Background: an optimization exercise with open tools, aiming at small area. Do not read the settings as production practice.
Only simulation tests tie the RTL to the original design; equivalence was not proved.
In this run the design's own scripts or RTL, not TritonCTS, make the clock network.
The clock port is modelled as an ideal driver, which makes a skipped or thinned clock tree look cheaper than it is; a real chip needs a root buffer or a tree.
Power figures rest on the tool's default switching activity, not on a simulated workload.

===== flow/flow/run.sh =====
#!/bin/bash
# Own flow: the standard flow (standard.sh), with these changes:
#  - synthesis uses flow/abc.script (a deepsyn-based ABC script) instead of
#    ORFS's area script, with no adder extraction; it is run for several
#    deepsyn seeds and the smallest netlist whose pre-layout setup slack is
#    at least MIN_WNS is kept;
#  - the port buffers are sky130_fd_sc_hd__buf_1;
#  - clock distribution is one clock buffer driving all registers
#    (flow/clock_buffer.tcl, run in place of TritonCTS in ORFS's cts step).
# Each tool's output goes to a log file of its own in this folder.
set -euo pipefail
W=$PWD
export PLATFORM_DIR="$FLOW_HOME/platforms/sky130hd"
SEEDS="$(seq 1 16)"
MIN_WNS=1.0e-9

mkdir -p "$W/cand"
running=0
for s in $SEEDS; do
  if (( running >= ${NUM_CORES:-8} )); then wait -n || true; running=$((running - 1)); fi
  running=$((running + 1))
  (
    C="$W/cand/s$s"
    rm -rf "$C"; mkdir -p "$C"
    cp -r "$FLOW_HOME/scripts" "$C/scripts_mod"
    sed "s/@SEED@/$s/" "$W/flow/abc.script" > "$C/scripts_mod/abc_area.script"
    bash standard.sh WORK_HOME="$C/orfs" SCRIPTS_DIR="$C/scripts_mod" ADDER_MAP_FILE= NUM_CORES=1 synth > "$W/synth_s$s.log" 2>&1 || true
  ) &
done
wait

best=""; best_area=""
for s in $SEEDS; do
  NET="$W/cand/s$s/orfs/results/sky130hd/Signal_generator/base/1_2_yosys.v"
  [[ -f "$NET" ]] || continue
  area=$(grep -A3 "Chip area" "$W/cand/s$s/orfs/reports/sky130hd/Signal_generator/base/synth_stat.txt" | grep -o "Chip area for module[^:]*: [0-9.]*" | awk '{print $NF}' | head -1)
  CAND_NETLIST="$NET" openroad -no_init -exit "$W/flow/sta.tcl" > "$W/sta_s$s.log" 2>&1 || true
  wns=$(grep "^CAND_WNS" "$W/sta_s$s.log" | awk '{print $2}')
  echo "seed $s area $area wns $wns" >> "$W/candidates.log"
  [[ -n "$area" && -n "$wns" ]] || continue
  if python3 -c "import sys; sys.exit(0 if float('$wns') >= $MIN_WNS else 1)"; then
    if [[ -z "$best" ]] || python3 -c "import sys; sys.exit(0 if float('$area') < float('$best_area') else 1)"; then
      best=$s; best_area=$area
    fi
  fi
done
[[ -n "$best" ]] || best=1
echo "chosen seed $best area $best_area" >> "$W/candidates.log"

rm -rf "$W/scripts_mod"
cp -r "$FLOW_HOME/scripts" "$W/scripts_mod"
sed "s/@SEED@/$best/" "$W/flow/abc.script" > "$W/scripts_mod/abc_area.script"
bash standard.sh SCRIPTS_DIR="$W/scripts_mod" ADDER_MAP_FILE= synth > "$W/synth.log" 2>&1
rm -rf "$W/cand"
PORTBUF="-buffer_cell sky130_fd_sc_hd__buf_1"
export CLOCK_BUFFER_CELL=${CLOCK_BUFFER_CELL:-sky130_fd_sc_hd__clkbuf_16} CLOCK_BUFFER_GROUPS=${CLOCK_BUFFER_GROUPS:-1}
bash standard.sh BUFFER_PORTS_ARGS="$PORTBUF" place > "$W/place.log" 2>&1
rm -rf "$W/scripts_cts"
cp -r "$FLOW_HOME/scripts" "$W/scripts_cts"
sed -i "s#^log_cmd clock_tree_synthesis .*#source $W/flow/clock_buffer.tcl#" "$W/scripts_cts/cts.tcl"
grep -q "flow/clock_buffer.tcl" "$W/scripts_cts/cts.tcl"
bash standard.sh BUFFER_PORTS_ARGS="$PORTBUF" SCRIPTS_DIR="$W/scripts_cts" cts > "$W/cts.log" 2>&1
bash standard.sh BUFFER_PORTS_ARGS="$PORTBUF" > "$W/layout.log" 2>&1

===== flow/flow/abc.script =====
strash
&get -n
&deepsyn -J 100 -S @SEED@
&nf -p -R 100
&put

===== flow/flow/clock_buffer.tcl =====
# Clock distribution in place of TritonCTS: the register clock pins are split
# into CLOCK_BUFFER_GROUPS groups by position (bisection along x, then y), and
# one clock buffer (CLOCK_BUFFER_CELL), placed at its group's centroid, drives
# each group. The clock port drives only these buffers.
set block [ord::get_db_block]
set db [ord::get_db]
set clk_port [lindex [get_property [lindex [all_clocks] 0] sources] 0]
set clk_net [$block findNet [get_full_name $clk_port]]
set cell sky130_fd_sc_hd__clkbuf_16
if {[info exists ::env(CLOCK_BUFFER_CELL)]} { set cell $::env(CLOCK_BUFFER_CELL) }
set ngroups 1
if {[info exists ::env(CLOCK_BUFFER_GROUPS)]} { set ngroups $::env(CLOCK_BUFFER_GROUPS) }
set master [$db findMaster $cell]

# sinks as {iterm x y}
set sinks {}
foreach it [$clk_net getITerms] {
  set box [[$it getInst] getBBox]
  lappend sinks [list $it [expr {([$box xMin] + [$box xMax]) / 2}] [expr {([$box yMin] + [$box yMax]) / 2}]]
}

# split a list of sinks into n groups: bisect along x at depth 0, y at depth 1, ...
proc split_sinks {sinks n depth} {
  if {$n <= 1} { return [list $sinks] }
  set idx [expr {$depth % 2 == 0 ? 1 : 2}]
  set sorted [lsort -integer -index $idx $sinks]
  set n1 [expr {$n / 2}]
  set cut [expr {[llength $sorted] * $n1 / $n}]
  set a [lrange $sorted 0 [expr {$cut - 1}]]
  set b [lrange $sorted $cut end]
  return [concat [split_sinks $a $n1 [expr {$depth + 1}]] [split_sinks $b [expr {$n - $n1}] [expr {$depth + 1}]]]
}

set g 0
foreach group [split_sinks $sinks $ngroups 0] {
  set n [llength $group]
  if {$n == 0} { continue }
  set sx 0
  set sy 0
  foreach s $group {
    set sx [expr {$sx + [lindex $s 1]}]
    set sy [expr {$sy + [lindex $s 2]}]
  }
  set name [$clk_net getName]
  set buf [odb::dbInst_create $block $master clkbuf_${g}_$name]
  set net [odb::dbNet_create $block clknet_${g}_$name]
  $net setSigType CLOCK
  foreach s $group {
    set it [lindex $s 0]
    $it disconnect
    $it connect $net
  }
  [$buf findITerm A] connect $clk_net
  [$buf findITerm X] connect $net
  $buf setLocation [expr {$sx / $n}] [expr {$sy / $n}]
  $buf setPlacementStatus PLACED
  puts "clock_buffer: $cell $g drives $n clock sinks"
  incr g
}
global_connect
set_propagated_clock [all_clocks]

===== flow/flow/sta.tcl =====
# Pre-layout setup slack of a synthesized netlist (no wires), for choosing among candidates.
read_lef $::env(PLATFORM_DIR)/lef/sky130_fd_sc_hd.tlef
read_lef $::env(PLATFORM_DIR)/lef/sky130_fd_sc_hd_merged.lef
read_liberty $::env(PLATFORM_DIR)/lib/sky130_fd_sc_hd__tt_025C_1v80.lib
read_verilog $::env(CAND_NETLIST)
link_design $::env(FLOW_TOP)
read_sdc $::env(FLOW_SDC)
puts "CAND_WNS [sta::worst_slack_cmd max]"

===== flow/standard.sh =====
#!/bin/bash
# synth_recipe.tcl (not shown) runs the flow's synth.tcl, then flattens the netlist and writes it again
# the make line also repeats each setting of config.mk as NAME=value (left out here)
make -C /OpenROAD-flow-scripts/flow DESIGN_CONFIG=/design/flow/config.mk WORK_HOME=/design/flow/orfs CLKGATE_MAP_FILE= SYNTH_SCRIPT=/design/flow/synth_recipe.tcl "${@:-finish}"

===== flow/config.mk =====
export PLATFORM = sky130hd
export DESIGN_NAME = Signal_generator
export DESIGN_NICKNAME = Signal_generator
export VERILOG_FILES = /design/flow/design.v
export SDC_FILE = /design/flow/constraint.sdc
export NUM_CORES = 8
export LEC_CHECK = 0
export ABC_AREA = 1
export CAP_MARGIN = 20
export CORE_MARGIN = 2
export CORE_UTILIZATION = 65
export GPL_TIMING_DRIVEN = 0
export PLACE_DENSITY = 0.75
export SLEW_MARGIN = 20

===== flow/constraint.sdc =====
create_clock -name core_clock -period 5.0 [get_ports {CLOCK_50}]
set_input_delay 1.0000 -clock core_clock [delete_from_list [all_inputs] [get_ports {CLOCK_50}]]
set_output_delay 1.0000 -clock core_clock [all_outputs]
set_load 0.01 [all_outputs]

===== flow/design.v =====
module Signal_generator(
CLOCK_50,
rst,
data,
signal	);
input CLOCK_50;
input rst;
input [7:0] data;
output [15:0] signal;
reg [15:0] signal;
reg [7:0] nb_count;    
reg [3:0] bit_ctl;     
reg [7:0] sinAddr;
wire idle = bit_ctl[3];
wire bit_val = data[bit_ctl[2:0]];
wire slot_end = &nb_count;
wire [7:0] nb_next = nb_count + 8'd1;
wire z = rst | idle;
wire [6:0] q = sinAddr[6:0];
wire [6:0] below;      
assign below[0] = 1'b0;
genvar j;
generate for (j = 1; j < 7; j = j + 1) begin : g_below
	assign below[j] = below[j-1] | q[j-1];
end endgenerate
wire [6:0] kf = {q[6] & ~below[6], q[5:0] ^ ({6{q[6]}} & below[5:0])};
wire [6:0] k = kf & {7{~z}};
wire h = sinAddr[7] & ~z;
reg [14:0] s;
always @(*)
	begin
	case (k)
		7'd0: s = 15'd0;
		7'd1: s = 15'd804;
		7'd2: s = 15'd1608;
		7'd3: s = 15'd2411;
		7'd4: s = 15'd3212;
		7'd5: s = 15'd4011;
		7'd6: s = 15'd4808;
		7'd7: s = 15'd5602;
		7'd8: s = 15'd6393;
		7'd9: s = 15'd7180;
		7'd10: s = 15'd7962;
		7'd11: s = 15'd8740;
		7'd12: s = 15'd9512;
		7'd13: s = 15'd10279;
		7'd14: s = 15'd11039;
		7'd15: s = 15'd11793;
		7'd16: s = 15'd12540;
		7'd17: s = 15'd13279;
		7'd18: s = 15'd14010;
		7'd19: s = 15'd14733;
		7'd20: s = 15'd15447;
		7'd21: s = 15'd16151;
		7'd22: s = 15'd16846;
		7'd23: s = 15'd17531;
		7'd24: s = 15'd18205;
		7'd25: s = 15'd18868;
		7'd26: s = 15'd19520;
		7'd27: s = 15'd20160;
		7'd28: s = 15'd20788;
		7'd29: s = 15'd21403;
		7'd30: s = 15'd22006;
		7'd31: s = 15'd22595;
		7'd32: s = 15'd23170;
		7'd33: s = 15'd23732;
		7'd34: s = 15'd24279;
		7'd35: s = 15'd24812;
		7'd36: s = 15'd25330;
		7'd37: s = 15'd25833;
		7'd38: s = 15'd26320;
		7'd39: s = 15'd26791;
		7'd40: s = 15'd27246;
		7'd41: s = 15'd27684;
		7'd42: s = 15'd28106;
		7'd43: s = 15'd28511;
		7'd44: s = 15'd28899;
		7'd45: s = 15'd29269;
		7'd46: s = 15'd29622;
		7'd47: s = 15'd29957;
		7'd48: s = 15'd30274;
		7'd49: s = 15'd30572;
		7'd50: s = 15'd30853;
		7'd51: s = 15'd31114;
		7'd52: s = 15'd31357;
		7'd53: s = 15'd31581;
		7'd54: s = 15'd31786;
		7'd55: s = 15'd31972;
		7'd56: s = 15'd32138;
		7'd57: s = 15'd32286;
		7'd58: s = 15'd32413;
		7'd59: s = 15'd32522;
		7'd60: s = 15'd32610;
		7'd61: s = 15'd32679;
		7'd62: s = 15'd32729;
		7'd63: s = 15'd32758;
		7'd64: s = 15'd32767;
		default: s = 15'bx;
	endcase
	end
wire k26_27 = (k[6:1] == 6'd13);
wire c7 = |k;
wire c5 = c7 & ~k26_27;
wire c4 = c5 & (k != 7'd38);
wire c3 = c4 & (k != 7'd2) & (k != 7'd6) & (k != 7'd12);
wire c2 = s[0] | s[1];
wire [14:0] flip = {{8{h & c7}}, h & c5, h & c5, h & c4, h & c3, h & c2, h & s[0], 1'b0};
wire [15:0] sine = {~(h & c7), (s ^ flip) & {14'h3fff, ~(h & k[6])}};
always @(posedge CLOCK_50)
begin
signal <= sine;
if (rst)
	begin
	nb_count <= 8'd0;
	bit_ctl <= 4'd0;
	sinAddr <= 8'd0;
	end
else
	begin
	nb_count <= nb_next;
	if (slot_end)
		bit_ctl <= idle ? 4'd0 : bit_ctl + 4'd1;
	if (!idle)
		sinAddr <= sinAddr + (bit_val ? 8'd1 : 8'd2);
	end
end
endmodule

==> results_dict.tcl <==
set metrics [dict create \
    avgRoutedWirePerCell_um 17.81 \
    ios 26 \
    synth_xor_area_frac 0.07861 \
    track_usage 0.3438 \
    gp_congestion 1.071 \
    max_cap_violations 0 \
    coreArea_mm2 0.003311 \
    grt_pass1_wl_mm 11.10 \
    core.rowCount 21 \
    dpl.hpwl_mm 5.046 \
    clkTransAtPathRegs_ns 0.12 \
    critPathLaunch "rst" \
    ir_drop_mv 0.1744 \
    grt_antenna_before_repair 0 \
    synth_common_cells "nor2_1, dfxtp_1, a21oi_1" \
    seq_area_frac_synth 0.3234 \
    placed_cells 377 \
    synth_mux_area_frac 0.02976 \
    skew_ns 0.005473 \
    antenna_cells 0 \
    hold_depth 1 \
    portBuffers 25 \
    cts.hold.buffers_added 0 \
    synth_edf_count 0 \
    async_flop_share 0 \
    fillers 267 \
    end_kind "flop" \
    synth_top_cell_area_share 0.3234 \
    yosys.area_share.simple 0.2942 \
    drc 0 \
    drive_above_1_share 0.02410 \
    timing.rr.start "sinAddr[0]" \
    fmax_mhz 209.9 \
    critPathMostFrequentCell "nor2_1" \
    tns_ns 0 \
    avgSynthCellArea_um2 7.306 \
    worst_pin_slew_ns 1.014 \
    r2r_cells 11 \
    powerDensity_mw_per_mm2 220.2 \
    grt_start_max_net_pins 37 \
    cp.required_ns 5.04 \
    endpoint "signal[2]" \
    final_cells 378 \
    synth_top_flop_cell "dfxtp_1" \
    p_leak_nw 0.9307 \
    rsz0062_at_grt "no" \
    finalMaxSlewViolations 0 \
    cp_slowest_cell "clkdlybuf4s15_1" \
    yosysMostFrequentCell "nor2_1" \
    setup_violations 0 \
    ant_nets 0 \
    die_w_um 62.55 \
    hold_class "reg2reg" \
    grt_overflow 0 \
    critPathKind "in2reg" \
    r2r-end "signal[2]" \
    wl_mm 6.732 \
    holdWs_ns 0.5020 \
    cp-start-kind "input port" \
    first_iter_violations 365 \
    die_area_mm2 0.003913 \
    syn-cell-area_mm2 0.002228 \
    layout.nets 344 \
    period_share 0.9527 \
    slew_headroom 0.3198 \
    synth_area_leaders "dfxtp_1, nor2_1, a21oi_1" \
    synth_fa_ha_area_frac 0 \
    synth_compound_area_frac 0.2723 \
    clock_latency_ns 0.18 \
    start_util 0.6731 \
    syn_inst 305 \
    setup_ws_ns 0.2365 \
    die_h_um 62.55 \
    synth_top_area_cell "dfxtp_1" \
    path_cells "clkdlybuf4s15_1, nor2_4, o21ai_0, nor2_1, nor2_1, o21ai_0, nor2_1, nor3_1, nor3_1, o311ai_0, xor2_1" \
    arrival_ns 4.80 \
    viasPerCell 6.825 \
    synth_warnings 1 \
    r2r_slack_ns 0.69 \
    slowest_delay_ns 0.63 \
    pre_cts_ws_ns 0.1084 \
    ys_seq_elements 36 \
    critPathMaxFanout 22 \
    area_growth_pct 9.545 \
    period_minus_slack_ns 4.763 \
    synth_top_family_by_area "simple AND/OR/NAND/NOR gates" \
    yosys.cell_types.count 40 \
    syn-num-nets 315 \
    final_hold_viol_count 0 \
    status "finished clean" \
    dr.pass1.iters 7 \
    grt_pass1_vias 2378 \
    vias 2580 \
]
==> layout make-up <==
cell class              count  area, um^2  share of cell area
multi-input cells         268        1526              0.6253
inverters                   1       3.754            0.001538
well taps                  46       57.56             0.02358
flip-flops and latches     36       720.7              0.2952
plain buffers               1       25.02             0.01025
repair buffers             26       107.6             0.04408
==> how the worst min path moves through the flow <==
stage	startpoint	endpoint
6_report	nb_count[0]	nb_count[0]
2_1_floorplan	nb_count[0]	nb_count[0]
5_1_grt	nb_count[0]	nb_count[0]
4_1_cts	nb_count[0]	nb_count[0]
3_5_place_dp	nb_count[0]	nb_count[0]
3_3_place_gp	nb_count[0]	nb_count[0]
==> metrics by stage <==
| stage | total power, W | utilization | area [um^2] |
|---|---|---|---|
| floorplan | 0.0003958 | - | 2228 |
| global placement | 0.0004290 | 0.7188 | 2380 |
| detailed placement | 0.0004321 | 0.7241 | 2397 |
| CTS | 0.0005330 | 0.7317 | 2422 |
| global route | 0.0005604 | 0.7373 | 2441 |
| finish | 0.0005374 | 0.7373 | 2441 |
==> routing by layer <==
layer / up-vias / wire, um / global-route usage
li1: 1185 / - / -
met1: 1111 / 2513 / 0.4518
met2: 235 / 2992 / 0.5793
met3: 49 / 948 / 0.06486
met4: 0 / 278 / 0.09167
met5: - / 0 / 0
==> critical path: cells and delay by family <==
family	cells	cell delay, ns
and+or+nand+nor	6	1.79
AOI/OAI and AO/OA	3	1.20
buffers and inverters	1	0.63
xor gates and xnor gates	1	0.16
==> flip-flops by register name, summed over array words and instances (netlist names) <==
| name | cells |
|---|---|
| sinAddr | 8 |
| bit_ctl | 4 |
| signal | 16 |
| nb_count | 8 |
==> logic make-up (layout without fill, tap and decap cells) <==
kind of cell           after synthesis  count (layout)
buffers and inverters                1              28
flip-flops                          36              36
AO/OA/AOI/OAI                      101             101
XOR/XNOR                            20              20
multiplexers                         4               4
AND/OR/NAND/NOR                    143             143
==> cells in the final DEF (no fill, tap or decap), drive strengths merged, types with 3 or more instances in the layout <==
master / synthesis / routed
a21oi: 35 / 35
a31oi: 3 / 3
and2: 5 / 5
and3: 11 / 11
buf: 0 / 25
dfxtp: 36 / 36
nand2: 32 / 32
nand2b: 5 / 5
nand3: 8 / 8
nor2: 47 / 47
nor2b: 3 / 3
nor3: 27 / 27
o21a: 5 / 5
o21ai: 31 / 31
o221ai: 3 / 3
o22ai: 3 / 3
o31ai: 4 / 4
xnor2: 9 / 9
xor2: 11 / 11
==> timing repair <==
| action | CTS | global route |
|---|---|---|
| setup endpoints to repair | 0 | 2 |
| resized for setup | 0 | 3 |
| setup buffers | 0 | 0 |
==> power breakdown <==
group	internal (W)	switching [W]	total, W
combinational	0.0000408	0.0000806	0.000121
clock	0.0000376	0.0000666	0.000104
sequential	0.000301	0.0000113	0.000312

==> re-timing with driven ports <==
No port has a modelled driver above. Below, the same layout with a new extraction and two added sets of constraints. Step 1 assumes that a clkbuf_16 drives the clock port and a buf_2 every other input. Step 2 adds t to the input delays and takes it off the output delays; t is the mean of the earliest and latest rising clock arrival at the registers after step 1. Input paths then give back, and output paths get back, about the clock's delay inside the block. a / b / c = no drivers / after step 1 / after step 2; a / b = the first two.
shift t [ns]: 0.210
setup WS [ns]: 0.237 / 0.237 / 0.027
latest minus earliest clock arrival (ns): 0.006 / 0.005
pins driven straight from the clock port: 1
After both steps this run still meets setup and hold. The setup slack of this run moves by 0.000 ns with the drivers and by -0.210 ns with both steps.
